What follows belongs to an exercise in optimizing a design on an open flow for small area and a short achievable clock period; a production flow would make more cautious choices. In this exercise RTL edits were held to simulation tests only and were not proved equivalent to the original. No activity file was given, so power comes from the tool's default toggle rates.

==> config.mk <==
export PLATFORM = sky130hd
export DESIGN_NAME = fp64_add
export DESIGN_NICKNAME = fp64_add
export VERILOG_FILES = /design/flow/design.v
export SDC_FILE = /design/flow/constraint.sdc
export NUM_CORES = 4
export LEC_CHECK = 0
export CAP_MARGIN = 20
export CORE_MARGIN = 2
export CORE_UTILIZATION = 25
export SLEW_MARGIN = 20
==> constraint.sdc <==
create_clock -name core_clock -period 30.0 [get_ports {clk}]
set_input_delay 6.0000 -clock core_clock [delete_from_list [all_inputs] [get_ports {clk}]]
set_output_delay 6.0000 -clock core_clock [all_outputs]
set_load 0.01 [all_outputs]
==> design.v <==
module FA_Structural(a,b,cin,sum,cout);
	input a,b,cin;
    output sum,cout;
    wire x,y,z;
    xor(x,a,b);
    xor(sum,x,cin);
    and(y,cin,x);
    and(z,a,b);
    or(cout,y,z);
endmodule
module RPA(a,b,cin,sum,cout);
	input [63:0] a,b;
    input cin;
    output wire [63:0] sum;
    output wire cout;
	wire c0,c1,c2,c3,c4,c5,c6,c7,c8,c9,c10,c11,c12,c13,c14,c15,c16,c17,c18,c19,c20,c21,c22,c23,c24,c25,c26,c27,c28,c29,c30,c31,c32,c33,c34,c35,c36,c37,c38,c39,c40,c41,c42,c43,c44,c45,c46,c47,c48,c49,c50,c51,c52,c53,c54,c55,c56,c57,c58,c59,c60,c61,c62;
	FA_Structural fa1(a[0],b[0],cin,sum[0],c0);
	FA_Structural fa2(a[1],b[1],c0,sum[1],c1);
	FA_Structural fa3(a[2],b[2],c1,sum[2],c2);
	FA_Structural fa4(a[3],b[3],c2,sum[3],c3);
    FA_Structural fa5(a[4],b[4],c3,sum[4],c4);
    FA_Structural fa6(a[5],b[5],c4,sum[5],c5);
    FA_Structural fa7(a[6],b[6],c5,sum[6],c6);
    FA_Structural fa8(a[7],b[7],c6,sum[7],c7);
    FA_Structural fa9(a[8],b[8],c7,sum[8],c8);
    FA_Structural fa10(a[9],b[9],c8,sum[9],c9);
    FA_Structural fa11(a[10],b[10],c9,sum[10],c10);
    FA_Structural fa12(a[11],b[11],c10,sum[11],c11);
    FA_Structural fa13(a[12],b[12],c11,sum[12],c12);
    FA_Structural fa14(a[13],b[13],c12,sum[13],c13);
    FA_Structural fa15(a[14],b[14],c13,sum[14],c14);
    FA_Structural fa16(a[15],b[15],c14,sum[15],c15);
    FA_Structural fa17(a[16],b[16],c15,sum[16],c16);
    FA_Structural fa18(a[17],b[17],c16,sum[17],c17);
    FA_Structural fa19(a[18],b[18],c17,sum[18],c18);
    FA_Structural fa20(a[19],b[19],c18,sum[19],c19);
    FA_Structural fa21(a[20],b[20],c19,sum[20],c20);
    FA_Structural fa22(a[21],b[21],c20,sum[21],c21);
    FA_Structural fa23(a[22],b[22],c21,sum[22],c22);
    FA_Structural fa24(a[23],b[23],c22,sum[23],c23);
    FA_Structural fa25(a[24],b[24],c23,sum[24],c24);
    FA_Structural fa26(a[25],b[25],c24,sum[25],c25);
    FA_Structural fa27(a[26],b[26],c25,sum[26],c26);
    FA_Structural fa28(a[27],b[27],c26,sum[27],c27);
    FA_Structural fa29(a[28],b[28],c27,sum[28],c28);
    FA_Structural fa30(a[29],b[29],c28,sum[29],c29);
    FA_Structural fa31(a[30],b[30],c29,sum[30],c30);
    FA_Structural fa32(a[31],b[31],c30,sum[31],c31);
    FA_Structural fa33(a[32],b[32],c31,sum[32],c32);
    FA_Structural fa34(a[33],b[33],c32,sum[33],c33);
    FA_Structural fa35(a[34],b[34],c33,sum[34],c34);
    FA_Structural fa36(a[35],b[35],c34,sum[35],c35);
    FA_Structural fa37(a[36],b[36],c35,sum[36],c36);	
    FA_Structural fa38(a[37],b[37],c36,sum[37],c37);
    FA_Structural fa39(a[38],b[38],c37,sum[38],c38);
    FA_Structural fa40(a[39],b[39],c38,sum[39],c39);
    FA_Structural fa41(a[40],b[40],c39,sum[40],c40);
    FA_Structural fa42(a[41],b[41],c40,sum[41],c41);
    FA_Structural fa43(a[42],b[42],c41,sum[42],c42);
    FA_Structural fa44(a[43],b[43],c42,sum[43],c43);
    FA_Structural fa45(a[44],b[44],c43,sum[44],c44);
    FA_Structural fa46(a[45],b[45],c44,sum[45],c45);
    FA_Structural fa47(a[46],b[46],c45,sum[46],c46);
    FA_Structural fa48(a[47],b[47],c46,sum[47],c47);
    FA_Structural fa49(a[48],b[48],c47,sum[48],c48);
    FA_Structural fa50(a[49],b[49],c48,sum[49],c49);
    FA_Structural fa51(a[50],b[50],c49,sum[50],c50);
    FA_Structural fa52(a[51],b[51],c50,sum[51],c51);
    FA_Structural fa53(a[52],b[52],c51,sum[52],c52);
    FA_Structural fa54(a[53],b[53],c52,sum[53],c53);
    FA_Structural fa55(a[54],b[54],c53,sum[54],c54);
    FA_Structural fa56(a[55],b[55],c54,sum[55],c55);
    FA_Structural fa57(a[56],b[56],c55,sum[56],c56);
    FA_Structural fa58(a[57],b[57],c56,sum[57],c57);
    FA_Structural fa59(a[58],b[58],c57,sum[58],c58);
    FA_Structural fa60(a[59],b[59],c58,sum[59],c59);
    FA_Structural fa61(a[60],b[60],c59,sum[60],c60);
    FA_Structural fa62(a[61],b[61],c60,sum[61],c61);
    FA_Structural fa63(a[62],b[62],c61,sum[62],c62);
    FA_Structural fa64(a[63],b[63],c62,sum[63],cout);
endmodule
module swap(input [63:0]in1, input [63:0]in2, output reg [63:0]out1, output reg [63:0]out2);
    always @(in1 or in2)
    begin
        if(in2[62:0]>in1[62:0])
        begin
            out2 = in1;
            out1 = in2;
        end
        else
        begin
            out1 = in1;
            out2 = in2;
        end
    end
endmodule
module shifter(input [63:0]A, input [10:0]shift, output [63:0]B);
    assign B = A>>shift;
endmodule
module split(input [63:0]A, output sign, output [10:0]exp, output [51:0]man);
    assign sign = A[63];
    assign exp  = A[62:52];
    assign man  = A[51:0];
endmodule
module dfa(input [63:0] I1, input [63:0] I2, output reg [63:0] Final_exp);
    wire[63:0] A,B;
    swap SW(I1,I2,A,B); 
    wire S1,S2;        
    wire [10:0] E1,E2; 
    wire [51:0] M1,M2; 
    split SP1(A,S1,E1,M1); 
    split SP2(B,S2,E2,M2); 
    wire [10:0]Expdiff; 
    assign Expdiff = E1-E2;
    wire [63:0] T1,T2,T3;  
    assign T1= {|E1,M1};   
    assign T2= {|E2,M2};   
    shifter BS(T2,Expdiff,T3); 
    wire [63:0]T4;
    assign T4 = {64{S1^S2}}^T3; 
    wire [63:0]Sum;
    wire Carry;
    RPA C1(T1,T4,S1^S2,Sum,Carry); 
    reg [51:0] M3,tmp; 
    reg [10:0] E3;
    integer i, j;
    reg found;
    always @(*)
    begin
        i=53;
        j=0;
        found=1'b0;
        tmp=Sum[51:0];
        if(Sum[53]==1)
        begin 
            M3=Sum[52:1];
            E3 = E1 + 1'b1;
        end
        else if(Sum[52]==0)
        begin
            for(j=1;j<=52;j=j+1)
            begin
                if(!found && Sum[52-j]==1'b1)
                begin
                    i=j;
                    found=1'b1;
                end
            end
            E3=E1-i;
            tmp=Sum[51:0];
            M3=tmp<<i;
        end
        else
        begin
            M3=Sum[51:0];
            E3=E1;
        end
    end
    always@(*) begin
        if(&E1 == 1'b1 || &E2 == 1'b1) begin
            Final_exp = 64'b0_11111111111_1111111111111111111111111111111111111111111111111111;	
        end
        else if((|E1== 1'b0) && (|M1[51:0]== 1'b0)) begin
            Final_exp = {S2,E2,M2[51:0]};
        end
        else if((|E2== 1'b0) && (|M2[51:0]== 1'b0)) begin
            Final_exp = {S1,E1,M1[51:0]};
        end
        else if(Sum[63:0] == 63'b0) begin
            Final_exp=64'b0;
        end
        else begin
            Final_exp = {S1,{11{|Sum}} & E3,M3};
        end
    end
endmodule
module fp64_add(input clk, input [63:0] a, input [63:0] b, output reg [63:0] s);
    reg  [63:0] a_q, b_q;
    wire [63:0] sum;
    dfa u_dfa(.I1(a_q), .I2(b_q), .Final_exp(sum));
    always @(posedge clk) begin
        a_q <= a;
        b_q <= b;
        s   <= sum;
    end
endmodule
==> run.sh <==
#!/bin/bash
# synth_recipe.tcl (not shown) runs the flow's synth.tcl, then flattens the netlist and writes it again
# the make line also repeats each setting of config.mk as NAME=value (left out here)
make -C /OpenROAD-flow-scripts/flow DESIGN_CONFIG=/design/flow/config.mk WORK_HOME=/design/flow/orfs CLKGATE_MAP_FILE= SYNTH_SCRIPT=/design/flow/synth_recipe.tcl finish
==> results.toml <==
[worst_setup_path]
cp-end-kind = "flop"
r2r_end = "s[31]"
worst_path_max_delay_cell = "o311a_2"
worst-setup-path-type = "reg -> reg"
worst-path-max-fanout = 66
rr_worst_depth = 91
crit_path_max_incr_delay_ps = 580
rrSetupSlack_ps = 740
cp.buffers_inverters = 5
crit_family = "adder cells"
worst_setup_path_start_kind = "flop"
cp.required_ps = 30420
timing.rr.start = "a_q[4]"
arrival_ps = 29680
cp.depth = 91
cpMostUsedCell = "fa_1"

[synth]
syn-num-nets = 2974
ys_types = 98
seq_area_frac_synth = 0.191
synth_seq_cells = 192
synth_warnings = 3
synth_top_area_frac = 0.191
synth.area.top_cells = "dfxtp_1 19%, mux2i_1 6.4%, nand2_1 6.3%, a21oi_1 6.3%, fa_1 5.3%"
synthFlopType = "dfxtp_1"
async_flop_share = 0
synth-edff-count = 0
synthCells = 2719
yosysTopAreaCell = "dfxtp_1"
syn_avg_cell_area_sq_um = 7.42
netlist_area_sq_um = 20200

[global_routing]
grt_pass1_vias = 22200
grt_max_degree = 78
antenna_found_initial = 3
grt_pass1_wl_mm = 163
grt_usage = 0.272
grt-ovfl-total = 0

[die]
fp.dieH_um = 288
initial_core_util = 0.252
die-area_sq_um = 82900
die_w_um = 288
coreArea_sq_um = 80200
num_rows = 104
ioPinCount = 193

[pwr]
leakagePower_uw = 0.00974
pwr-share-clk = 0.109
worst_ir_drop_vdd_mv = 0.0522
combPwrFrac = 0.748
switchingPower_uw = 1310
intPower_uw = 1070
finalPower_uw = 2380
seqPwrFrac = 0.144
power.density_nw_per_um2 = 94.4
sw_frac_of_total = 0.550

[sta]
maxSlewHeadroom = 0.179
timing.final.crit_share = 0.975
setup_viol = 0
period_minus_slack_ps = 29260
hold_violations = 0
grt_setup_unrepaired = "no"
report.final.slew_viol_count = 0
clock_skew_ps = 37.2
finalSetupTns_ps = 0
worst_pin_slew_ps = 1230
hold_ws_ps = 664
fin_ws_ps = 741
timing.fmax_ghz = 0.0342

[cells_and_area]
fillCellCount = 8724
final_util = 0.314
drive_gt1_frac = 0.130
antennaDiodeCount = 0
area_growth_syn_to_layout_pct = 25.0
mostFrequentLayoutCells = "340 x nand2_1, 261 x nor2_1, 247 x a21oi_1"
layout_commonest_cell = "nand2_1"
nNetsFinal = 3183

[worst_hold_path]
min_to = "s[7]"
hold_path_class = "reg -> reg"
hp-start = "a_q[7]"
hold_depth = 2

[status]
status = "finished clean"

[routing]
drt-initial-drc-count = 3769
vias_per_cell = 5.98
wl_mm = 117
ant_nets = 0
num_vias = 23900
routedWlPerCell_um = 29.2
firstDrtPassIters = 7
drc = 0

[cts]
cts_buffers = 17
cts.sinks = 192
ctsHoldBuffers = 0
cts.clk_slew.worst_paths_ps = 100
tritoncts = "yes"
h-tree-depth = 4
clockBufferDepth = 2
insertion_delay_ps = 520
root_buffer = "clkbuf_16"

[placed_design]
place_hpwl_mm = 94.2
place.gp.congestion = 1.05
io_buffers = 192
dp_slack_ps = 311

[run]
max_cap_violations = 0
-- layer usage --
layer / wire length (um) / share of wire / track usage
met1: 48000 / 0.41 / 0.366
met3: 12600 / 0.11 / 0.0593
met5: 12 / 0.00010 / 0
met4: 6530 / 0.056 / 0.128
met2: 49500 / 0.42 / 0.413
-- how the worst max path moves through the flow --
stage                     startpoint  endpoint  slack (ps)
final                         a_q[4]     s[31]         740
after detailed placement     a_q[27]     s[60]         310
after global placement       a_q[27]     s[60]         490
after floorplan              a_q[10]     s[61]          30
after global routing          a_q[4]     s[60]          20
after CTS                    a_q[27]     s[60]         250
-- power by group through the flow --
stage	sequential, uW	clock, uW	combinational (uW)
finish	342	258	1780
global route	347	272	1840
CTS	343	264	1690
detailed placement	348	0	1680
global placement	349	0	1700
floorplan	356	0	943
-- cell type report --
class	instances	area, sq um	area share
Timing Repair Buffer	386	3510	0.139
Sequential cell	192	3850	0.153
Inverter	149	559	0.0222
Clock buffer	17	425	0.0169
Multi-Input combinational cell	2182	15300	0.607
Tap cell	1060	1330	0.0526
Clock inverter	15	221	0.00879
-- state kept, by name, summed over array words and instances, names as in the netlist --
name and flops:
b_q 64, a_q 64, s 64
-- through the flow --
stage / instances / area [sq um]
finish: 4001 / 25200
detailed placement: 3951 / 24200
floorplan: 2719 / 20300
global route: 4001 / 25200
global placement: 3949 / 24200
CTS: 3983 / 24900
-- synth_stat cells (all sizes together), types with 18 or more instances --
cell / number
mux2i: 129
mux4: 33
a31oi: 32
nand4: 46
nor2: 265
nand2: 344
a21o: 20
xnor2: 67
a21oi: 256
a211oi: 34
dfxtp: 192
and2: 27
nor3: 45
a221oi: 54
o31ai: 18
fa: 53
clkbuf: 137
inv: 148
o21ai: 184
o221ai: 22
ha: 73
nor4: 60
or3: 19
o22ai: 29
o211ai: 54
a22oi: 24
nand3: 63
buf: 59
-- worst min-delay path: stages (launching register included) --
cell and delay [ps]:
dfxtp_1 410, a221oi_1 130, nand2_1 80
-- kinds of logic (layout without fill, tap and decap cells) --
group                      after synthesis  in the layout  synth area share
muxes                                  178            178             0.111
xor gates and xnor gates                78             78            0.0342
adders and majority gates              126            126            0.0979
buffers and inverters                  345            567            0.0674
AOI/OAI and AO/OA                      854            854             0.281
DFF                                    192            192             0.191
and+or+nand+nor                        946            946             0.218
-- what timing repair did --
action                     in CTS  in global routing
buffers inserted                0                 15
setup endpoints to repair       0                 62
resized for setup               0                 45

re-timing with driven ports:
The results above use ideal ports. As a check the final layout listed here was re-extracted and re-timed, cells and wires unchanged.
Step 1 (the two cells are an assumption about what drives the block):
set clk [get_ports {clk}]
set_driving_cell -lib_cell sky130_fd_sc_hd__clkbuf_16 $clk
set_driving_cell -lib_cell sky130_fd_sc_hd__buf_2 [delete_from_list [all_inputs] $clk]
Step 2 adds t to the input delays and takes it off the output delays; t is the mean of the earliest and latest rising clock arrival at the registers after step 1. Input paths then give back, and output paths get back, about the clock's delay inside the block.
Slacks: ideal / step 1 / step 2; pairs: ideal / step 1.
shift t [ns]: 0.575
slack for setup (ns): 0.741 / 0.741 / 0.741
hold slack, ns: 0.664 / 0.664 / 0.664
pins driven straight from the clock port: 1
After both steps setup and hold are still met in this run. For this run, drivers alone change the setup slack by 0.000 ns; drivers and shift together by 0.000 ns.
